This design comes from an exercise in tuning for small area, a short achievable clock period and few clock cycles on the open sky130 flow, not from production work. The RTL was checked by simulation tests, not by an equivalence proof against the original design.

==> flow/design.v <==
module INV_IP (IN_P, IN_K, OUT_INV);
input  [5:0] IN_P;
input  [4:0] IN_K;
output [5:0] OUT_INV;
wire [10:0] sel = {IN_P, IN_K};
assign OUT_INV[0] =
    (sel[8] & sel[7] & sel[6] & ~sel[2] & sel[1] & sel[0])
  | (~sel[9] & sel[3] & ~sel[2] & sel[1] & sel[0])
  | (sel[6] & sel[3] & sel[1] & ~sel[0])
  | (~sel[10] & sel[9] & ~sel[6] & ~sel[3] & ~sel[2] & sel[1] & sel[0])
  | (sel[9] & ~sel[7] & ~sel[4] & ~sel[3] & ~sel[2] & sel[1] & sel[0])
  | (sel[4] & sel[2] & sel[1] & ~sel[0])
  | (~sel[9] & ~sel[8] & sel[2] & ~sel[1])
  | (~sel[9] & ~sel[7] & sel[6] & sel[2] & sel[1] & sel[0])
  | (~sel[10] & sel[8] & sel[6] & ~sel[2] & ~sel[0])
  | (sel[4] & sel[3] & ~sel[1] & ~sel[0])
  | (~sel[10] & sel[8] & sel[6] & sel[2] & ~sel[1])
  | (~sel[10] & ~sel[7] & sel[6] & sel[2] & ~sel[0])
  | (sel[10] & sel[8] & ~sel[6] & ~sel[3] & sel[2] & sel[1])
  | (sel[10] & ~sel[9] & ~sel[6] & ~sel[3] & sel[2] & sel[0])
  | (sel[9] & ~sel[8] & ~sel[2] & ~sel[1] & ~sel[0])
  | (~sel[10] & sel[7] & ~sel[6] & sel[2] & ~sel[0])
  | (~sel[9] & ~sel[7] & sel[3] & sel[2] & ~sel[0])
  | (sel[10] & ~sel[9] & ~sel[7] & sel[6] & ~sel[4] & ~sel[3] & ~sel[2] & ~sel[1])
  | (~sel[8] & sel[3] & sel[2] & ~sel[0])
  | (sel[10] & sel[9] & sel[8] & sel[7] & ~sel[4] & ~sel[3] & ~sel[2])
  | (~sel[6] & ~sel[3] & ~sel[2] & ~sel[1] & ~sel[0])
  | (sel[9] & sel[6] & ~sel[4] & ~sel[2] & ~sel[1] & ~sel[0])
  | (sel[9] & sel[8] & sel[4] & ~sel[3] & ~sel[2] & ~sel[1] & sel[0])
  | (~sel[9] & ~sel[8] & sel[6])
  | (~sel[10] & ~sel[8] & sel[3])
  | (sel[9] & ~sel[8] & sel[7] & ~sel[6] & sel[2] & sel[1] & ~sel[0])
  | (sel[10] & sel[8] & sel[7] & ~sel[4] & sel[3] & ~sel[2] & ~sel[1] & sel[0])
  | (~sel[9] & sel[8] & ~sel[6] & sel[3] & ~sel[2] & ~sel[1])
  | (~sel[9] & ~sel[7] & sel[6] & sel[4] & sel[1] & ~sel[0])
  | (sel[9] & sel[6] & sel[2] & ~sel[1] & sel[0])
  | (sel[7] & ~sel[6] & sel[4] & ~sel[3] & sel[1] & ~sel[0])
  | (~sel[7] & ~sel[6] & ~sel[4] & ~sel[3] & ~sel[2] & ~sel[0])
  | (~sel[9] & sel[4] & sel[2])
  | (~sel[8] & ~sel[7] & sel[6] & ~sel[1])
  | (~sel[9] & ~sel[8] & ~sel[3] & ~sel[2] & ~sel[0])
  | (sel[8] & ~sel[6] & sel[4] & ~sel[1] & ~sel[0])
  | (sel[10] & ~sel[9] & ~sel[8] & ~sel[4] & ~sel[3] & ~sel[1])
  | (~sel[10] & sel[9] & sel[8] & sel[6] & ~sel[3] & sel[0])
  | (sel[10] & sel[7] & sel[6] & ~sel[4] & ~sel[3] & ~sel[0])
  | (sel[7] & sel[6] & sel[4] & sel[0])
  | (sel[10] & ~sel[9] & ~sel[7] & sel[6] & ~sel[4] & ~sel[3] & ~sel[2] & sel[0])
  | (~sel[10] & ~sel[9] & sel[8] & sel[7] & ~sel[2] & ~sel[1])
  | (~sel[8] & sel[7] & ~sel[3] & sel[2] & ~sel[1] & sel[0])
  | (~sel[9] & sel[8] & sel[7] & sel[3] & ~sel[1] & sel[0]);
assign OUT_INV[1] =
    (sel[7] & sel[6] & sel[4] & ~sel[1])
  | (~sel[10] & sel[6] & sel[3] & sel[1])
  | (~sel[10] & sel[9] & ~sel[6] & ~sel[2] & ~sel[1] & sel[0])
  | (~sel[9] & sel[7] & sel[2] & ~sel[1] & sel[0])
  | (~sel[6] & sel[4] & ~sel[2] & ~sel[1] & sel[0])
  | (~sel[8] & ~sel[6] & sel[3] & ~sel[1] & sel[0])
  | (sel[10] & sel[8] & sel[7] & ~sel[6] & ~sel[4] & sel[3] & ~sel[1] & ~sel[0])
  | (sel[10] & ~sel[9] & sel[6] & ~sel[3] & ~sel[2] & sel[1] & ~sel[0])
  | (sel[9] & ~sel[8] & sel[7] & ~sel[6] & ~sel[4] & ~sel[3] & sel[1] & sel[0])
  | (~sel[9] & ~sel[6] & sel[2] & ~sel[1] & sel[0])
  | (~sel[10] & sel[9] & sel[8] & sel[6] & ~sel[3] & sel[2] & ~sel[1] & ~sel[0])
  | (~sel[10] & ~sel[9] & sel[7] & sel[2])
  | (sel[9] & sel[7] & sel[6] & sel[3] & ~sel[2] & ~sel[0])
  | (~sel[9] & ~sel[7] & ~sel[3] & sel[2] & sel[1])
  | (~sel[10] & ~sel[8] & ~sel[6] & ~sel[1] & sel[0])
  | (~sel[9] & sel[7] & ~sel[6] & sel[3] & sel[2])
  | (sel[10] & sel[9] & ~sel[6] & ~sel[4] & ~sel[3] & ~sel[2] & sel[1] & sel[0])
  | (~sel[8] & sel[7] & sel[6] & ~sel[2] & sel[1])
  | (~sel[10] & ~sel[7] & sel[6] & sel[2] & sel[1])
  | (sel[8] & ~sel[6] & sel[3] & sel[2] & ~sel[1] & ~sel[0])
  | (sel[10] & sel[9] & ~sel[7] & ~sel[4] & ~sel[3] & sel[2] & ~sel[0])
  | (~sel[7] & sel[4] & sel[2] & sel[0])
  | (sel[9] & ~sel[8] & ~sel[6] & ~sel[3] & sel[2] & ~sel[1] & ~sel[0])
  | (~sel[6] & sel[4] & sel[3] & sel[1])
  | (~sel[9] & ~sel[7] & ~sel[6] & ~sel[4] & ~sel[3] & sel[0])
  | (~sel[10] & sel[9] & ~sel[6] & ~sel[2] & sel[1] & ~sel[0])
  | (~sel[9] & sel[4] & sel[1] & ~sel[0])
  | (~sel[10] & ~sel[8] & sel[7] & sel[2] & ~sel[1] & ~sel[0])
  | (sel[9] & ~sel[7] & sel[2] & ~sel[1] & sel[0])
  | (~sel[9] & ~sel[8] & ~sel[2] & sel[1] & ~sel[0])
  | (sel[10] & sel[8] & sel[7] & ~sel[6] & ~sel[3] & sel[2] & ~sel[0])
  | (sel[9] & sel[6] & sel[4] & ~sel[1] & sel[0])
  | (sel[10] & sel[8] & sel[7] & ~sel[4] & ~sel[3] & sel[2] & ~sel[1] & sel[0])
  | (sel[9] & ~sel[8] & sel[7] & ~sel[6] & ~sel[2] & sel[0])
  | (~sel[8] & sel[4] & ~sel[2] & sel[1])
  | (~sel[10] & ~sel[6] & sel[3] & sel[2])
  | (~sel[8] & sel[3] & sel[2] & sel[1] & ~sel[0])
  | (~sel[7] & sel[6] & ~sel[4] & sel[3] & ~sel[2] & sel[1] & sel[0])
  | (sel[6] & sel[4] & ~sel[3] & ~sel[2] & ~sel[1] & ~sel[0])
  | (~sel[10] & sel[8] & sel[6] & sel[3] & sel[0])
  | (sel[9] & sel[8] & ~sel[7] & ~sel[4] & sel[3] & ~sel[1] & ~sel[0])
  | (~sel[9] & ~sel[7] & sel[6] & sel[3] & sel[2] & ~sel[0])
  | (~sel[7] & ~sel[6] & sel[3] & ~sel[2] & sel[1] & ~sel[0])
  | (~sel[8] & ~sel[7] & sel[6] & sel[1] & sel[0])
  | (sel[9] & sel[8] & ~sel[6] & sel[3] & sel[2] & sel[1] & sel[0])
  | (~sel[10] & sel[8] & ~sel[6] & sel[2] & sel[1] & sel[0])
  | (~sel[9] & sel[8] & sel[7] & ~sel[4] & ~sel[3] & sel[1] & sel[0])
  | (~sel[6] & sel[4] & sel[3] & sel[0])
  | (~sel[9] & ~sel[7] & sel[6] & sel[3] & ~sel[2] & ~sel[1]);
assign OUT_INV[2] =
    (sel[10] & sel[8] & sel[7] & sel[3] & ~sel[1] & sel[0])
  | (sel[6] & sel[4] & sel[3] & sel[0])
  | (sel[9] & ~sel[7] & ~sel[4] & ~sel[2] & sel[1] & ~sel[0])
  | (sel[9] & sel[8] & sel[6] & ~sel[4] & ~sel[3] & ~sel[2] & ~sel[1] & sel[0])
  | (~sel[9] & ~sel[7] & sel[3] & ~sel[1] & ~sel[0])
  | (~sel[9] & sel[8] & ~sel[6] & sel[2] & ~sel[1] & sel[0])
  | (sel[8] & sel[7] & sel[6] & sel[2] & sel[1])
  | (~sel[7] & sel[4] & sel[2] & ~sel[0])
  | (sel[10] & sel[9] & ~sel[4] & sel[3] & ~sel[2] & ~sel[1] & sel[0])
  | (sel[9] & sel[7] & sel[4] & ~sel[2] & ~sel[1] & ~sel[0])
  | (sel[10] & sel[9] & ~sel[8] & ~sel[3] & sel[2] & ~sel[1])
  | (~sel[7] & ~sel[6] & ~sel[3] & ~sel[2] & sel[1] & sel[0])
  | (~sel[10] & sel[9] & sel[8] & sel[2] & ~sel[1] & ~sel[0])
  | (~sel[10] & ~sel[6] & sel[3] & ~sel[1] & ~sel[0])
  | (sel[6] & ~sel[3] & sel[2] & sel[1] & sel[0])
  | (sel[10] & sel[9] & ~sel[7] & ~sel[3] & sel[2] & ~sel[1] & ~sel[0])
  | (sel[8] & sel[7] & sel[6] & ~sel[3] & sel[2] & ~sel[0])
  | (~sel[10] & sel[8] & ~sel[7] & sel[2])
  | (sel[10] & sel[8] & sel[7] & ~sel[4] & ~sel[3] & sel[2] & sel[1] & ~sel[0])
  | (~sel[7] & ~sel[6] & ~sel[4] & ~sel[1] & sel[0])
  | (~sel[9] & sel[7] & ~sel[6] & sel[3] & sel[1])
  | (~sel[9] & ~sel[7] & sel[6] & sel[4] & ~sel[0])
  | (sel[10] & ~sel[8] & sel[2] & sel[1] & sel[0])
  | (sel[10] & ~sel[9] & ~sel[7] & ~sel[4] & ~sel[3] & ~sel[2] & sel[0])
  | (sel[10] & sel[6] & sel[3] & ~sel[2] & ~sel[1] & ~sel[0])
  | (~sel[9] & sel[7] & sel[4] & sel[1] & ~sel[0])
  | (~sel[6] & sel[4] & sel[3] & ~sel[0])
  | (~sel[10] & ~sel[7] & ~sel[1] & sel[0])
  | (sel[9] & sel[8] & sel[7] & sel[3] & sel[2] & ~sel[1])
  | (sel[10] & sel[9] & ~sel[8] & ~sel[4] & sel[1] & sel[0])
  | (sel[9] & sel[8] & ~sel[6] & sel[4] & ~sel[3] & sel[0])
  | (~sel[9] & sel[7] & sel[6] & ~sel[4] & sel[2] & sel[0])
  | (~sel[9] & sel[6] & sel[3] & ~sel[2] & sel[1] & sel[0])
  | (sel[10] & ~sel[9] & ~sel[8] & sel[1] & ~sel[0])
  | (~sel[10] & sel[9] & ~sel[8] & ~sel[3] & ~sel[2] & sel[1] & ~sel[0])
  | (~sel[8] & ~sel[7] & ~sel[6] & sel[1] & ~sel[0])
  | (~sel[10] & sel[9] & ~sel[6] & ~sel[3] & ~sel[2] & sel[1] & ~sel[0])
  | (~sel[10] & ~sel[8] & sel[2] & ~sel[1] & sel[0])
  | (~sel[9] & sel[8] & ~sel[6] & sel[3] & sel[2] & sel[0])
  | (~sel[7] & ~sel[6] & sel[4] & ~sel[1] & ~sel[0])
  | (~sel[10] & ~sel[9] & sel[7] & sel[6] & sel[0])
  | (~sel[9] & ~sel[7] & ~sel[3] & sel[2] & ~sel[1] & sel[0]);
assign OUT_INV[3] =
    (~sel[9] & sel[8] & sel[7] & sel[3] & sel[1])
  | (sel[10] & ~sel[7] & sel[6] & ~sel[4] & ~sel[2] & sel[1] & ~sel[0])
  | (sel[10] & ~sel[9] & ~sel[7] & ~sel[4] & ~sel[3] & ~sel[2] & ~sel[1] & sel[0])
  | (sel[9] & sel[3] & sel[2] & sel[1] & ~sel[0])
  | (~sel[7] & ~sel[6] & sel[3] & ~sel[2] & ~sel[1])
  | (sel[9] & ~sel[8] & ~sel[6] & sel[2] & sel[1] & sel[0])
  | (sel[9] & sel[8] & ~sel[7] & ~sel[3] & sel[2] & ~sel[1] & sel[0])
  | (sel[7] & sel[6] & ~sel[2] & sel[1] & sel[0])
  | (~sel[10] & sel[9] & sel[7] & ~sel[6] & ~sel[3] & sel[2] & ~sel[0])
  | (~sel[9] & sel[6] & ~sel[4] & ~sel[3] & sel[2] & sel[1] & ~sel[0])
  | (~sel[7] & ~sel[6] & ~sel[3] & sel[2] & sel[0])
  | (sel[4] & sel[3] & sel[2])
  | (~sel[10] & sel[8] & ~sel[7] & sel[1])
  | (sel[8] & ~sel[6] & sel[4] & sel[2] & sel[0])
  | (sel[9] & ~sel[8] & sel[7] & sel[6] & ~sel[2] & sel[1])
  | (~sel[10] & sel[9] & sel[7] & ~sel[6] & ~sel[2] & sel[0])
  | (~sel[10] & ~sel[7] & sel[3])
  | (sel[7] & sel[6] & sel[4] & ~sel[2])
  | (~sel[8] & ~sel[6] & sel[3] & ~sel[2] & ~sel[1] & ~sel[0])
  | (~sel[7] & ~sel[6] & sel[4] & sel[1] & ~sel[0])
  | (~sel[8] & sel[4] & ~sel[2] & ~sel[0])
  | (sel[9] & ~sel[8] & sel[6] & ~sel[3] & ~sel[2] & sel[0])
  | (sel[8] & ~sel[6] & ~sel[4] & ~sel[2] & ~sel[1] & sel[0])
  | (~sel[9] & ~sel[7] & sel[6] & sel[3] & sel[2] & sel[0])
  | (~sel[10] & sel[9] & ~sel[6] & sel[2] & ~sel[1] & sel[0])
  | (sel[10] & ~sel[9] & sel[7] & ~sel[6] & sel[2] & ~sel[1] & sel[0])
  | (sel[9] & sel[6] & sel[4] & ~sel[3] & ~sel[2] & sel[0])
  | (~sel[10] & sel[8] & sel[3] & ~sel[2] & ~sel[1] & ~sel[0])
  | (~sel[9] & sel[3] & ~sel[2] & sel[1] & sel[0])
  | (~sel[9] & sel[7] & ~sel[6] & ~sel[2] & sel[1] & ~sel[0])
  | (sel[10] & sel[9] & sel[8] & sel[7] & ~sel[4] & ~sel[3] & sel[2] & sel[1])
  | (sel[9] & sel[8] & sel[7] & sel[6] & ~sel[3] & sel[1])
  | (sel[10] & ~sel[9] & sel[7] & ~sel[4] & ~sel[3] & sel[2] & ~sel[1] & sel[0])
  | (sel[10] & sel[9] & ~sel[4] & sel[3] & ~sel[2] & ~sel[1] & sel[0])
  | (~sel[9] & sel[6] & sel[4] & ~sel[2] & ~sel[1] & ~sel[0])
  | (sel[10] & sel[9] & ~sel[8] & ~sel[4] & ~sel[3] & sel[2] & sel[0])
  | (sel[9] & sel[8] & sel[6] & ~sel[3] & ~sel[2] & sel[1] & ~sel[0])
  | (sel[9] & ~sel[7] & sel[3] & sel[2] & sel[1])
  | (sel[4] & sel[3] & sel[1] & sel[0])
  | (sel[10] & sel[9] & ~sel[8] & sel[3] & ~sel[2] & sel[0])
  | (sel[9] & ~sel[6] & ~sel[4] & sel[3] & ~sel[2] & sel[0])
  | (~sel[10] & ~sel[7] & sel[2] & sel[1] & sel[0])
  | (sel[10] & ~sel[7] & sel[6] & ~sel[4] & sel[2] & ~sel[1] & ~sel[0])
  | (sel[10] & ~sel[9] & ~sel[8] & ~sel[4] & ~sel[3] & ~sel[1] & sel[0]);
assign OUT_INV[4] =
    (~sel[10] & sel[3] & ~sel[2] & sel[0])
  | (sel[8] & sel[7] & sel[6] & ~sel[4] & ~sel[3] & ~sel[2] & sel[1] & ~sel[0])
  | (~sel[7] & ~sel[6] & sel[4] & sel[1] & sel[0])
  | (sel[10] & ~sel[8] & ~sel[4] & ~sel[3] & ~sel[1] & sel[0])
  | (sel[9] & sel[7] & sel[6] & sel[2] & sel[0])
  | (~sel[8] & sel[3] & ~sel[2] & sel[1] & sel[0])
  | (sel[10] & sel[8] & ~sel[6] & ~sel[4] & sel[3] & ~sel[1] & ~sel[0])
  | (sel[10] & sel[9] & ~sel[4] & sel[3] & sel[2] & ~sel[1] & ~sel[0])
  | (~sel[8] & sel[4] & sel[2] & ~sel[1] & ~sel[0])
  | (~sel[10] & sel[9] & sel[7] & ~sel[6] & ~sel[2] & sel[1] & sel[0])
  | (sel[10] & ~sel[9] & ~sel[7] & sel[6] & sel[2] & ~sel[1] & ~sel[0])
  | (~sel[8] & ~sel[6] & ~sel[4] & sel[3] & ~sel[2] & ~sel[0])
  | (sel[10] & sel[8] & sel[7] & ~sel[4] & ~sel[3] & ~sel[2] & sel[1] & ~sel[0])
  | (sel[10] & ~sel[9] & sel[6] & ~sel[4] & ~sel[3] & ~sel[2] & sel[1] & ~sel[0])
  | (sel[10] & sel[9] & sel[6] & ~sel[4] & ~sel[2] & sel[0])
  | (sel[9] & sel[8] & sel[6] & ~sel[2] & ~sel[1] & sel[0])
  | (sel[6] & sel[4] & sel[3] & ~sel[0])
  | (~sel[9] & ~sel[6] & sel[2] & sel[1] & ~sel[0])
  | (~sel[8] & sel[7] & sel[6] & sel[3] & ~sel[1])
  | (sel[8] & sel[4] & sel[2] & sel[1] & ~sel[0])
  | (sel[10] & ~sel[9] & ~sel[8] & ~sel[3] & ~sel[2] & sel[0])
  | (sel[9] & sel[8] & ~sel[7] & sel[2] & sel[1] & ~sel[0])
  | (sel[10] & sel[7] & sel[6] & ~sel[4] & ~sel[3] & sel[2])
  | (sel[10] & sel[9] & sel[8] & ~sel[6] & ~sel[4] & ~sel[3] & sel[2] & sel[0])
  | (~sel[8] & sel[4] & ~sel[2] & ~sel[1] & sel[0])
  | (~sel[9] & ~sel[7] & sel[6] & sel[4] & ~sel[1])
  | (~sel[10] & ~sel[6] & sel[3] & sel[1])
  | (sel[9] & ~sel[7] & sel[4] & ~sel[3] & sel[1] & sel[0])
  | (sel[10] & sel[9] & sel[8] & sel[7] & sel[3] & sel[2] & ~sel[1] & sel[0])
  | (~sel[9] & sel[8] & sel[7] & sel[6] & ~sel[4] & ~sel[3] & sel[0])
  | (~sel[9] & ~sel[7] & sel[6] & sel[2] & sel[1] & sel[0])
  | (sel[10] & sel[6] & ~sel[4] & ~sel[3] & ~sel[2] & ~sel[1] & sel[0])
  | (~sel[8] & sel[7] & ~sel[4] & ~sel[3] & sel[2] & sel[1] & ~sel[0])
  | (~sel[8] & sel[6] & sel[2] & ~sel[1] & ~sel[0])
  | (~sel[7] & ~sel[6] & sel[3] & ~sel[2] & sel[1] & sel[0]);
assign OUT_INV[5] =
    (sel[10] & sel[9] & ~sel[6] & ~sel[4] & ~sel[3] & sel[1])
  | (sel[9] & sel[8] & ~sel[7] & ~sel[4] & sel[2] & ~sel[1] & sel[0])
  | (sel[7] & sel[6] & sel[4] & sel[0])
  | (sel[9] & ~sel[7] & sel[3] & sel[2] & sel[0])
  | (sel[8] & ~sel[7] & ~sel[6] & ~sel[4] & ~sel[3] & ~sel[2] & sel[1] & ~sel[0])
  | (sel[10] & sel[9] & sel[8] & sel[3] & sel[1] & ~sel[0])
  | (sel[9] & ~sel[7] & sel[4] & ~sel[3] & ~sel[1] & ~sel[0])
  | (sel[10] & sel[9] & ~sel[6] & ~sel[3] & ~sel[2] & sel[1])
  | (sel[10] & sel[9] & sel[8] & sel[7] & ~sel[4] & ~sel[1] & sel[0])
  | (~sel[9] & sel[7] & sel[4] & sel[2] & ~sel[1])
  | (sel[10] & sel[9] & sel[8] & ~sel[4] & ~sel[3] & sel[2] & ~sel[0])
  | (sel[6] & sel[4] & sel[1] & sel[0])
  | (sel[10] & sel[7] & sel[6] & sel[3] & sel[1] & sel[0])
  | (~sel[9] & sel[8] & sel[7] & sel[3] & ~sel[1] & ~sel[0])
  | (sel[10] & sel[9] & ~sel[8] & ~sel[2] & sel[1] & ~sel[0])
  | (~sel[7] & ~sel[6] & sel[4] & ~sel[1] & sel[0])
  | (sel[9] & sel[7] & sel[4] & ~sel[3] & ~sel[2] & ~sel[0])
  | (~sel[9] & ~sel[7] & sel[6] & sel[3] & ~sel[2] & ~sel[1])
  | (~sel[9] & sel[8] & ~sel[6] & sel[3] & sel[2] & ~sel[1] & sel[0])
  | (sel[9] & sel[6] & sel[4] & ~sel[2] & ~sel[1] & ~sel[0])
  | (sel[9] & ~sel[8] & sel[7] & ~sel[6] & ~sel[3] & sel[1])
  | (sel[9] & ~sel[8] & sel[4] & ~sel[3] & sel[0])
  | (sel[7] & sel[4] & ~sel[3] & sel[2] & ~sel[1] & sel[0])
  | (sel[10] & ~sel[9] & ~sel[7] & sel[6] & ~sel[3] & ~sel[2] & sel[1] & sel[0])
  | (sel[10] & ~sel[9] & ~sel[6] & ~sel[3] & sel[2] & ~sel[1] & ~sel[0])
  | (~sel[9] & ~sel[7] & sel[6] & sel[3] & ~sel[2] & ~sel[0]);
endmodule
module EC_TOP(
    clk, rst_n, in_valid,
    in_Px, in_Py, in_Qx, in_Qy, in_prime, in_a,
    out_valid, out_Rx, out_Ry
);
input clk, rst_n, in_valid;
input [6-1:0] in_Px, in_Py, in_Qx, in_Qy, in_prime, in_a;
output reg out_valid;
output reg [6-1:0] out_Rx, out_Ry;
reg v1, vd, v2, v3, v4;
wire dbl;
always @(posedge clk or negedge rst_n) begin
    if (!rst_n) begin
        v1 <= 1'b0; vd <= 1'b0; v2 <= 1'b0; v3 <= 1'b0; v4 <= 1'b0;
    end else begin
        v1 <= in_valid;
        vd <= v1 & dbl;
        v2 <= (v1 & ~dbl) | vd;
        v3 <= v2;
        v4 <= v3;
    end
end
reg [5:0] px, py, qx, qy, pr, aa;
wire busy = v1 | vd | v2 | v3 | v4;
always @(posedge clk) begin
    if (!busy) begin
        px <= in_Px; py <= in_Py; qx <= in_Qx; pr <= in_prime; aa <= in_a;
    end
    qy <= in_Qy;
end
assign dbl = (px == qx) && (py == qy);
reg  [5:0] mm_a, mm_b;
reg  [7:0] mm_c;
reg  [11:0] mm_x;
reg  [8:0] mm_d1, mm_d2, mm_d3;
wire [7:0] p3 = {2'b00, pr} + {1'b0, pr, 1'b0};
integer k;
always @(*) begin
    mm_x = mm_a * mm_b + mm_c;
    for (k = 4; k >= 0; k = k - 2) begin
        mm_d1 = {1'b0, mm_x[k +: 8]} - {3'b000, pr};
        mm_d2 = {1'b0, mm_x[k +: 8]} - {2'b00, pr, 1'b0};
        mm_d3 = {1'b0, mm_x[k +: 8]} - {1'b0, p3};
        if (!mm_d3[8])      mm_x[k +: 8] = mm_d3[7:0];
        else if (!mm_d2[8]) mm_x[k +: 8] = mm_d2[7:0];
        else if (!mm_d1[8]) mm_x[k +: 8] = mm_d1[7:0];
    end
end
wire [5:0] mm_out = mm_x[5:0];
wire [6:0] ex   = dbl ? {py, 1'b0} : {1'b0, qx};
wire [6:0] ey   = dbl ? {1'b0, pr} : {1'b0, px};
wire [7:0] e, eo;
RIPPLE #(8) u_e  (.a({1'b0, ex}), .b(~{1'b0, ey}), .ci(1'b1), .s(e));
wire [7:0] emv  = e[0] ? 8'd0 : (e[7] ? {2'b00, pr} : ~{2'b00, pr});
RIPPLE #(8) u_eo (.a(e), .b(emv), .ci(~e[0] & ~e[7]), .s(eo));
wire       sg   = eo[7];
wire [4:0] kidx = sg ? ~eo[5:1] : eo[5:1];    
wire [5:0] rinv;
INV_IP I_INV_IP (.IN_P(pr), .IN_K(kidx), .OUT_INV(rinv));
reg [5:0] ra, rb;
reg       r_sg;
wire [5:0] mneg;                     
RIPPLE #(6) u_mn (.a(pr), .b(~mm_out), .ci(1'b1), .s(mneg));
wire [7:0] c3, c4;
RIPPLE #(8) u_c3 (.a({1'b0, px, 1'b0}), .b({2'b00, qx}), .ci(1'b0), .s(c3));     
RIPPLE #(8) u_c4 (.a({2'b00, pr}), .b(~{2'b00, py}), .ci(1'b1), .s(c4));          
always @(*) begin
    mm_a = ra; mm_b = rb; mm_c = 8'd0;
    if (v1) begin
        mm_a = dbl ? px : {pr[5:1], 1'b0};
        mm_b = dbl ? px : py;
        mm_c = dbl ? 8'd0 : {2'b00, qy};
    end
    if (vd) begin
        mm_b = 6'd3; mm_c = {2'b00, aa};
    end
    if (v3) mm_c = c3;
    if (v4) mm_c = c4;
end
always @(posedge clk) begin
    if (v1) r_sg <= sg;
    if (v1 | vd) ra <= mm_out;
    else if (v2) ra <= r_sg ? mneg : mm_out;
    if (v1) rb <= rinv;
    else if (v2) rb <= r_sg ? mm_out : mneg;
    else if (v3) rb <= mm_out;
end
wire [6:0] rxs;
wire [5:0] rxv;
RIPPLE #(7) u_rs (.a({1'b0, px}), .b(~{1'b0, rb}), .ci(1'b1), .s(rxs));
RIPPLE #(6) u_rv (.a(rxs[5:0]), .b(rxs[6] ? pr : 6'd0), .ci(1'b0), .s(rxv));   
always @(posedge clk or negedge rst_n) begin
    if (!rst_n) begin
        out_valid <= 1'b0; out_Rx <= 6'd0; out_Ry <= 6'd0;
    end else begin
        out_valid <= v4;
        out_Rx <= v4 ? rxv : 6'd0;
        out_Ry <= v4 ? mm_out : 6'd0;
    end
end
endmodule
module RIPPLE #(parameter N = 6) (a, b, ci, s);
input  [N-1:0] a, b;
input          ci;
output [N-1:0] s;
wire   [N:0]   c;
assign c[0] = ci;
genvar i;
generate
    for (i = 0; i < N; i = i + 1) begin : g
        assign s[i]   = a[i] ^ b[i] ^ c[i];
        assign c[i+1] = (a[i] & b[i]) | (c[i] & (a[i] ^ b[i]));
    end
endgenerate
endmodule
==> flow/flow/run.sh <==
#!/bin/bash
# The standard layout, with two changes:
#  - the port buffers are buf_2 cells instead of the delay buffers buffer_ports picks;
#  - after the standard synthesis, its combinational logic is re-mapped by ABC with an
#    area script (flow/resynth.ys, flow/abc_area.script); the flip-flops are kept as the
#    standard synthesis made them.
set -uo pipefail
export BUFFER_PORTS_ARGS="-buffer_cell sky130_fd_sc_hd__buf_2"
HERE=$(pwd)
YOSYS=$FLOW_HOME/../tools/install/yosys/bin/yosys
[ -x "$YOSYS" ] || YOSYS=yosys
LIB=$FLOW_HOME/platforms/$FLOW_PLATFORM/lib/sky130_fd_sc_hd__tt_025C_1v80.lib
R=$HERE/orfs/results/$FLOW_PLATFORM/EC_TOP/base

bash standard.sh synth > standard_synth.log 2>&1 || exit 1
cp "$R/1_2_yosys.v" "$HERE/synth_std.v"

# flip-flop cell types used by the standard synthesis
FFRE='sky130_fd_sc_hd__(e?s?df[a-z]*|dl[xr][a-z]*)_[0-9]+'
FFS=$(grep -oE "$FFRE" "$HERE/synth_std.v" | sort -u | sed 's/^/=/' | tr '\n' ' ')
DONTUSE=$(make -s -C "$FLOW_HOME" DESIGN_CONFIG="$HERE/config.mk" WORK_HOME="$HERE/orfs" print-DONT_USE_CELLS 2>/dev/null | sed 's/^DONT_USE_CELLS[ :=]*//' | tr ' ' '\n' | grep -v '^$' | sed 's/^/-dont_use /' | tr '\n' ' ')
sed -e "s|@LIB@|$LIB|g" -e "s|@IN@|$HERE/synth_std.v|" -e "s|@TOP@|$FLOW_TOP|g" -e "s|@FFS@|$FFS|" \
    -e "s|@DONTUSE@|$DONTUSE|" -e "s|@ABC@|$HERE/flow/abc_area.script|" -e "s|@STAT@|$HERE/resynth_stat.txt|" \
    -e "s|@OUT@|$HERE/synth_resynth.v|" flow/resynth.ys > resynth_run.ys
if "$YOSYS" -s resynth_run.ys > resynth.log 2>&1; then
  # keep the re-mapped netlist only if it has the same flip-flops (instance name and cell)
  ffs() { grep -E "^\s*$FFRE " "$1" | awk '{print $1, $2}' | sort; }
  # cells the platform marks don't-use must not appear
  BAD=0
  for c in $(echo "$DONTUSE" | sed 's/-dont_use//g'); do
    if grep -q "^\s*$c " "$HERE/synth_resynth.v"; then BAD=1; fi
  done
  if [ $BAD -eq 0 ] && [ -n "$(ffs "$HERE/synth_std.v")" ] && diff <(ffs "$HERE/synth_std.v") <(ffs "$HERE/synth_resynth.v") > resynth_ffcheck.log 2>&1; then
    cp "$HERE/synth_resynth.v" "$R/1_2_yosys.v"
    touch "$R/1_2_yosys.v"
    echo "re-mapped netlist used" >> resynth.log
  else
    echo "flip-flops differ or a don't-use cell appears: standard netlist kept" >> resynth.log
  fi
else
  echo "re-mapping failed: standard netlist kept" >> resynth.log
fi

bash standard.sh > standard.log 2>&1
==> flow/flow/abc_area.script <==
strash
dc2
dc2
dc2
dch -f
amap
topo
upsize -c
dnsize -c
==> flow/flow/resynth.ys <==
# Re-map the combinational logic of the standard synthesis netlist for area.
# The flip-flops stay as they are (same instances, names and cells).
read_liberty -wb -ignore_miss_func -ignore_buses @LIB@
read_verilog @IN@
hierarchy -top @TOP@
blackbox @FFS@
flatten -wb -noscopeinfo
opt_clean -purge
abc -liberty @LIB@ @DONTUSE@ -script @ABC@
opt_clean -purge
hilomap -singleton -hicell sky130_fd_sc_hd__conb_1 HI -locell sky130_fd_sc_hd__conb_1 LO
splitnets
opt_clean -purge
insbuf -buf sky130_fd_sc_hd__buf_4 A X
tee -o @STAT@ stat -liberty @LIB@ @TOP@
select @TOP@
write_verilog -noattr -nohex -nodec -selected @OUT@
==> flow/standard.sh <==
#!/bin/bash
# synth_recipe.tcl (not shown) runs the flow's synth.tcl, then flattens the netlist and writes it again
# the make line also repeats each setting of config.mk as NAME=value (left out here)
make -C /OpenROAD-flow-scripts/flow DESIGN_CONFIG=/design/flow/config.mk WORK_HOME=/design/flow/orfs CLKGATE_MAP_FILE= SYNTH_SCRIPT=/design/flow/synth_recipe.tcl "${@:-finish}"
==> flow/config.mk <==
export PLATFORM = sky130hd
export DESIGN_NAME = EC_TOP
export DESIGN_NICKNAME = EC_TOP
export VERILOG_FILES = /design/flow/design.v
export SDC_FILE = /design/flow/constraint.sdc
export NUM_CORES = 4
export LEC_CHECK = 0
export CAP_MARGIN = 20
export CORE_MARGIN = 2
export CORE_UTILIZATION = 40
export CTS_BUF_LIST = sky130_fd_sc_hd__clkbuf_4
export SLEW_MARGIN = 20
==> flow/constraint.sdc <==
create_clock -name core_clock -period 77.0 [get_ports {clk}]
set_input_delay 15.4000 -clock core_clock [delete_from_list [all_inputs] [get_ports {clk}]]
set_output_delay 15.4000 -clock core_clock [all_outputs]
set_load 0.01 [all_outputs]
==> results.py, run 1 <==
metrics = {
    "run_status": {
        "outcome": "timing/DRC/antenna clean",
    },
    "sta": {
        "rsz0062_at_grt": "false",
        "tightest_slew_ns": 1.04,
        "fin_skew_ns": 0.0156,
        "setup_viol": 0,
        "fmax_mhz": 60.9,
        "report.final.hold_viol_count": 0,
        "slew_headroom": 0.309,
        "finalSetupTns_ns": 0,
        "drv_slew": 0,
        "timing.final.crit_share": 0.213,
        "finalCriticalPeriod_ns": 16.43,
    },
    "clocking": {
        "postCtsSetupRepairBufs": 0,
        "cts-buffers-inserted": 9,
        "numClockSinks": 67,
        "cts_tree": "done",
        "root_buffer": "clkbuf_4",
        "insertion_delay_ns": 0.46,
        "clk_path_buf_depth": 2,
        "ctsResizeCount": 0,
        "ctsHtreeMaxLevel": 3,
        "clk_pin_slew_ns": 0.13,
        "ctsHoldBuffers": 0,
    },
    "detailed_routing": {
        "final_antenna_net_count": 0,
        "dr.pass1.iters": 8,
        "drc": 0,
        "drtIter0Drc": 1494,
        "dr_total_vias": 11100,
        "vias_per_cell": 6.24,
        "drt_wl_total_mm": 35.0,
        "routedWlPerCell_um": 19.7,
    },
    "die": {
        "pin_count": 52,
        "fp.dieH_um": 151,
        "std_cell_rows": 53,
        "dieWidth_um": 151,
        "start_util": 0.410,
        "die_area_um2": 22900,
        "fp.coreArea_um2": 21200,
    },
    "setup_path": {
        "critical_path_buf_inv_count": 1,
        "r2r_start": "py[4]",
        "cpLargestDelayFamily": "flip-flops",
        "critPathRequiredTime_ns": 61.60,
        "r2r_end": "rb[5]",
        "crit_type": "reg2out",
        "r2r_cells": 80,
        "critPathMaxFanout": 1,
        "worstPathArrival_ns": 1.03,
        "cp-end-kind": "output pin",
        "worstSetupStartpointType": "register",
        "slowest_delay_ns": 0.42,
        "crit_chain": "buf_2",
        "r2r_slack_ns": 62.38,
        "critPathSlowestCell": "dfrtp_1",
    },
    "final_layout": {
        "layout.nets": 1538,
        "antenna_cells": 0,
        "area_growth_pct": 10.6,
        "drive_above_1_share": 0.104,
    },
    "global_routing": {
        "grtUsageMet3": 0.0614,
        "gr-total-overflow": 0,
        "antenna_found_initial": 0,
        "grt_max_degree": 45,
        "track_usage": 0.307,
        "grtUsageMet2": 0.479,
        "grt_pass1_wl_mm": 54.1,
        "grt_pass1_vias": 10000,
        "grtUsageMet1": 0.416,
        "busiest_layer": "met2",
    },
    "logic_synthesis": {
        "syn_area_per_cell_um2": 6.13,
        "synth_nets": 1456,
        "synthCells": 1417,
        "synthesis.area_um2": 8680,
        "ys_warn_count": 1,
    },
    "placement": {
        "dp.final_hpwl_mm": 25.8,
        "place_congestion": 0.992,
        "port_buffers": 51,
    },
    "worst_hold_path": {
        "hold_start": "v2",
        "hold_path_class": "reg2reg",
        "min_to": "v3",
        "whs_path_depth": 0,
    },
    "run": {
        "cap_violations": 0,
    },
}
-- how the worst max path moves through the flow --
stage | from | end | slack (ns) | cells after the start
after CTS | out_Ry[2] | out_Ry[2] | 60.56 | 1
after global routing | out_Ry[2] | out_Ry[2] | 60.56 | 1
final | out_Ry[2] | out_Ry[2] | 60.57 | 1
after floorplan | out_Rx[0] | out_Rx[0] | 61.22 | 0
after global placement | out_Ry[2] | out_Ry[2] | 61.07 | 1
after detailed placement | out_Ry[2] | out_Ry[2] | 61.07 | 1
-- per-stage QoR --
step,setup WS [ns],util,cells,area [um^2],hold slack (ns)
floorplan,61.22,-,1417,8680,0.361
global placement,61.07,0.446,1763,9440,0.391
detailed placement,61.07,0.446,1763,9440,0.395
CTS,60.56,0.454,1779,9600,0.409
global route,60.56,0.454,1779,9600,0.422
finish,60.57,0.454,1779,9600,0.417
-- routing by layer --
metal	wire [um]	vias up	share of wire
li1	-	5385	-
met1	14800	4912	0.42
met2	14900	645	0.43
met3	3760	160	0.11
met4	1600	0	0.046
met5	0	-	0
-- layout by cell type (no fill, tap or decap), types with 6 or more instances in the layout --
cell type  instances
clkinv_1          98
buf_4             20
nor3_1            33
o32ai_1            7
o21ai_2            8
a21oi_1          164
o221ai_1           7
nor2_1           404
nor2_2             8
o22a_1             7
edfxtp_1          43
nor4_1            16
dfxtp_1            6
o31ai_1            6
o211ai_1           7
o21ai_1           19
o22ai_1           75
nor2b_1           12
a211oi_1          22
nand3_1           21
o21a_1            17
buf_2             51
a22oi_1           19
clkbuf_4          11
nand2_1          131
a31oi_1           21
and2_1             9
inv_2             24
dfrtp_1           18
a222oi_1           7
o21ai_0          111
and2_0            10
-- cell type report --
cell class,count,area (um^2)
multi-input combinational,1222,6340
clock buffer,11,82.6
clock inverter,5,77.6
timing repair buffer,71,405
sequential,67,1860
fill,2237,11600
inverter,128,492
tap,275,344
Testbench counts, summed over its fixed seeds: cycles 15,024.
==> inputs of run 2 (changes only) <==
--- a/flow/config.mk
+++ b/flow/config.mk
@@ -10,3 +10,3 @@
 export CORE_UTILIZATION = 40
-export CTS_BUF_LIST = sky130_fd_sc_hd__clkbuf_4
+export CTS_BUF_LIST = sky130_fd_sc_hd__clkbuf_8
 export SLEW_MARGIN = 20
==> run 2 against run 1 <==
Net effect:
- still clean
- cell count unchanged
- worst setup slack improved by 0.11 ns
- design area increased by 0.51%
- non-clock buffer count did not move
- clock-buffer cell count fell by 2
- sequential cell count is the same
- wire length rose by 0.46%
- die area is the same
- sequential share of layout area down 0.098 points
- critical path type unchanged
- critical endpoint unchanged
- largest cell class unchanged
==> results.py, run 2 <==
metrics = {
    "placement": {
        "dp.cells": 1763,
        "place_congestion": 0.992,
        "port_buffers": 51,
        "placed_cell_area_um2": 9440,
        "dp.final_hpwl_mm": 25.8,
    },
    "sta": {
        "finalCriticalPeriod_ns": 16.32,
        "tightest_slew_ns": 1.08,
        "rsz0062_at_grt": "false",
        "report.final.hold_viol_count": 0,
        "hold_slack_ns": 0.416,
        "finalSetupTns_ns": 0,
        "fmax_mhz": 61.3,
        "drv_slew": 0,
        "fin_skew_ns": 0.0100,
        "timing.final.crit_share": 0.212,
        "setup_viol": 0,
        "slew_headroom": 0.281,
    },
    "clocking": {
        "cts-buffers-inserted": 9,
        "ctsHtreeMaxLevel": 3,
        "clk_path_buf_depth": 2,
        "ctsHoldBuffers": 0,
        "cts_tree": "done",
        "postCtsSetupRepairBufs": 0,
        "ctsResizeCount": 0,
        "clk_pin_slew_ns": 0.08,
        "root_buffer": "clkbuf_8",
        "insertion_delay_ns": 0.37,
        "numClockSinks": 67,
    },
    "setup_path": {
        "critPathRequiredTime_ns": 61.60,
        "r2r_cells": 80,
        "cpLargestDelayFamily": "flip-flops",
        "critical_path_buf_inv_count": 1,
        "worstSetupStartpointType": "register",
        "critPathMaxFanout": 1,
        "crit_type": "reg2out",
        "worstPathArrival_ns": 0.92,
        "crit_chain": "buf_2",
        "r2r_start": "py[4]",
        "r2r_slack_ns": 62.41,
        "cp-end-kind": "output pin",
        "slowest_delay_ns": 0.41,
        "critPathSlowestCell": "dfrtp_1",
        "r2r_end": "rb[5]",
    },
    "global_routing": {
        "grt_max_degree": 45,
        "track_usage": 0.307,
        "grt_pass1_wl_mm": 54.0,
        "grt_pass1_vias": 10100,
        "gr-total-overflow": 0,
        "antenna_found_initial": 0,
    },
    "worst_hold_path": {
        "whs_path_depth": 0,
        "min_to": "v3",
        "hold_start": "v2",
        "hold_path_class": "reg2reg",
    },
    "final_layout": {
        "n_fill_cell": 2227,
        "layout.nets": 1538,
        "regArea_um2": 1860,
        "area_growth_pct": 11.1,
        "final_common_cell": "nor2_1",
        "final_cells": 1779,
        "final_area_um2": 9650,
        "drive_above_1_share": 0.103,
        "mostFrequentLayoutCells": "nor2_1 (404), a21oi_1 (164), nand2_1 (131), o21ai_0 (111), clkinv_1 (98)",
        "antenna_cells": 0,
        "multi_input_area_um2": 6340,
    },
    "detailed_routing": {
        "final_antenna_net_count": 0,
        "vias_per_cell": 6.27,
        "routedWlPerCell_um": 19.8,
        "dr_total_vias": 11100,
        "drtIter0Drc": 1381,
        "dr.pass1.iters": 6,
        "drt_wl_total_mm": 35.2,
        "drc": 0,
    },
    "die": {
        "fp.dieH_um": 151,
        "pin_count": 52,
        "start_util": 0.410,
        "std_cell_rows": 53,
        "fp.coreArea_um2": 21200,
        "dieWidth_um": 151,
        "die_area_um2": 22900,
    },
    "logic_synthesis": {
        "synthCells": 1417,
        "syn_area_per_cell_um2": 6.13,
        "ys_warn_count": 1,
        "synthesis.area_um2": 8680,
        "synth_nets": 1456,
    },
    "run": {
        "cap_violations": 0,
    },
    "run_status": {
        "outcome": "timing/DRC/antenna clean",
    },
}
run 2: layer usage:
metal	GRT usage	wire length [um]	part of all wire
met1	0.414	14800	0.42
met2	0.479	14900	0.42
met3	0.0623	3830	0.11
met4	0.121	1660	0.047
met5	0	0	0
run 2: worst max-delay path by stage:
stage               from         to  slack, ns  depth (start not counted)
3_5_place_dp   out_Ry[2]  out_Ry[2]      61.07                          1
2_1_floorplan  out_Rx[0]  out_Rx[0]      61.22                          0
6_report       out_Ry[2]  out_Ry[2]      60.68                          1
4_1_cts        out_Ry[2]  out_Ry[2]      60.67                          1
5_1_grt        out_Ry[2]  out_Ry[2]      60.67                          1
3_3_place_gp   out_Ry[2]  out_Ry[2]      61.07                          1
run 2: worst register-to-register path, delay by kind of cell, from the launching register on:
family / cells / cell delay, ns
compound gates: 36 / 7.53
simple gates: 35 / 4.95
buf+inv: 9 / 1.26
flops: 1 / 0.60
run 2: cell type report:
type / instances / area share
Sequential cell: 67 / 0.193
Clock inverter: 7 / 0.00882
Multi-Input combinational cell: 1222 / 0.657
Timing Repair Buffer: 71 / 0.0420
Clock buffer: 9 / 0.0128
Tap cell: 275 / 0.0357
Inverter: 128 / 0.0510
run 2: through the flow:
step | setup WS [ns] | util
after floorplan | 61.22 | -
after global placement | 61.07 | 0.446
after detailed placement | 61.07 | 0.446
after CTS | 60.67 | 0.456
after global routing | 60.67 | 0.456
final | 60.68 | 0.456
==> inputs of run 3 (changes only) <==
==> flow/flow/abc_area.script (replaced) <==
strash
dc2
dc2
dc2
dch -f
amap
topo
upsize -c -D 12000
dnsize -c -D 12000
==> run 3 against run 2 <==
Net effect:
- global-route usage shrank 0.45 points
- worst setup slack improved by 0.0021 ns
- highest routed layer unchanged
- first-iteration DRC count is 16% higher
- maximum frequency hardly changed
- utilization is 0.24 points lower
- largest cell class unchanged
==> results.py, run 3 <==
metrics = {
    "run_status": {
        "outcome": "timing/DRC/antenna clean",
    },
    "die": {
        "pin_count": 52,
        "std_cell_rows": 53,
        "dieWidth_um": 151,
        "start_util": 0.408,
        "fp.dieH_um": 151,
        "die_area_um2": 22700,
        "fp.coreArea_um2": 21100,
    },
    "final_layout": {
        "layout.nets": 1537,
        "final_core_util": 0.454,
        "area_growth_pct": 11.3,
        "mostFrequentLayoutCells": "nor2_1 (408), a21oi_1 (167), nand2_1 (131), o21ai_0 (125), clkinv_1 (112)",
        "drive_above_1_share": 0.0852,
        "final_common_cell": "nor2_1",
        "antenna_cells": 0,
        "final_area_um2": 9570,
    },
    "global_routing": {
        "grt_max_degree": 45,
        "track_usage": 0.302,
        "grt_pass1_wl_mm": 53.0,
        "antenna_found_initial": 0,
        "grt_pass1_vias": 9890,
        "gr-total-overflow": 0,
    },
    "setup_path": {
        "cpLargestDelayFamily": "flip-flops",
        "crit_type": "reg2out",
        "r2r_cells": 73,
        "cp-end-kind": "output pin",
        "crit_chain": "buf_2",
        "worstPathArrival_ns": 0.92,
        "r2r_slack_ns": 61.74,
        "r2r_end": "rb[5]",
        "worstSetupStartpointType": "register",
        "r2r_start": "py[4]",
        "critPathRequiredTime_ns": 61.60,
        "slowest_delay_ns": 0.41,
        "critical_path_buf_inv_count": 1,
        "critPathSlowestCell": "dfrtp_1",
        "critPathMaxFanout": 1,
    },
    "sta": {
        "fmax_mhz": 61.3,
        "slew_headroom": 0.368,
        "report.final.hold_viol_count": 0,
        "timing.final.crit_share": 0.212,
        "tightest_slew_ns": 0.938,
        "drv_slew": 0,
        "finalCriticalPeriod_ns": 16.32,
        "fin_skew_ns": 0.0230,
        "setup_viol": 0,
        "finalSetupTns_ns": 0,
        "rsz0062_at_grt": "false",
    },
    "clocking": {
        "insertion_delay_ns": 0.37,
        "ctsHoldBuffers": 0,
        "numClockSinks": 67,
        "clk_pin_slew_ns": 0.08,
        "ctsResizeCount": 0,
        "root_buffer": "clkbuf_8",
        "ctsHtreeMaxLevel": 3,
        "cts-buffers-inserted": 9,
        "clk_path_buf_depth": 2,
        "postCtsSetupRepairBufs": 0,
        "cts_tree": "done",
    },
    "detailed_routing": {
        "drt_wl_total_mm": 34.6,
        "drc": 0,
        "final_antenna_net_count": 0,
        "vias_per_cell": 6.29,
        "drtIter0Drc": 1605,
        "dr.pass1.iters": 9,
        "routedWlPerCell_um": 19.5,
        "dr_total_vias": 11200,
    },
    "placement": {
        "place_congestion": 1.08,
        "port_buffers": 51,
        "placed_cell_area_um2": 9350,
        "dp.final_hpwl_mm": 25.0,
    },
    "logic_synthesis": {
        "synthCells": 1417,
        "synthesis.area_um2": 8600,
        "synth_nets": 1456,
        "ys_warn_count": 1,
        "syn_area_per_cell_um2": 6.07,
    },
    "worst_hold_path": {
        "hold_start": "v2",
        "whs_path_depth": 0,
        "hold_path_class": "reg2reg",
        "min_to": "v3",
    },
    "run": {
        "cap_violations": 0,
    },
}
==> run 3: through the flow <==
stage | instances | setup slack [ns] | hold WS (ns)
4_1_cts | 1778 | 60.67 | 0.440
6_report | 1778 | 60.68 | 0.448
2_1_floorplan | 1417 | 61.22 | 0.361
3_3_place_gp | 1762 | 61.07 | 0.415
3_5_place_dp | 1762 | 61.08 | 0.424
5_1_grt | 1778 | 60.01 | 0.437
==> run 3: final cells by class <==
| type | instances | area [um^2] |
|---|---|---|
| Clock buffer | 10 | 138 |
| Clock inverter | 6 | 81.3 |
| Fill cell | 2250 | 11500 |
| Sequential cell | 67 | 1860 |
| Multi-Input combinational cell | 1222 | 6260 |
| Inverter | 128 | 482 |
| Timing Repair Buffer | 70 | 398 |
| Tap cell | 275 | 344 |
==> run 3: worst max path at each step <==
stage               cells after the start  slack [ns]  startpoint        end
floorplan                               0       61.22   out_Rx[0]  out_Rx[0]
global placement                        1       61.07   out_Ry[1]  out_Ry[1]
detailed placement                      1       61.08   out_Ry[1]  out_Ry[1]
CTS                                     1       60.67   out_Ry[1]  out_Ry[1]
global route                           72       60.01       py[4]      rb[5]
finish                                  1       60.68   out_Ry[1]  out_Ry[1]
==> run 3: layer usage <==
metal | vias up | track usage | wire length, um
met5 | - | 0 | 0
met4 | 0 | 0.128 | 1540
met3 | 167 | 0.0670 | 4250
met2 | 706 | 0.463 | 14600
met1 | 4922 | 0.410 | 14200
li1 | 5380 | - | -

==> separate check: timing with driven ports <==
The results above use ideal ports. As a check the final layouts listed here were re-extracted and re-timed, cells and wires unchanged.
Step 1 assumes that a clkbuf_16 drives the clock port and a buf_2 every other input.
Step 2 moves the port delays by t, midway between the first and last clock arrival at a register: inputs arrive t later, outputs are due t later. That takes back most of the time a late clock gives input paths.
Slacks: ideal ports / drivers / drivers and shift; pairs: ideal ports / drivers.
run | shift t [ns] | setup slack, ns | latest minus earliest clock arrival (ns) | worst slew at a driven data input, ns
run 1 | 0.491 | 60.575 / 60.540 / 61.031 | 0.016 / 0.016 | 0.04
run 2 | 0.402 | 60.680 / 60.644 / 61.046 | 0.010 / 0.010 | 0.03
run 3 | 0.400 | 60.682 / 60.644 / 61.044 | 0.023 / 0.023 | 0.04
After both steps every run listed still meets setup and hold.
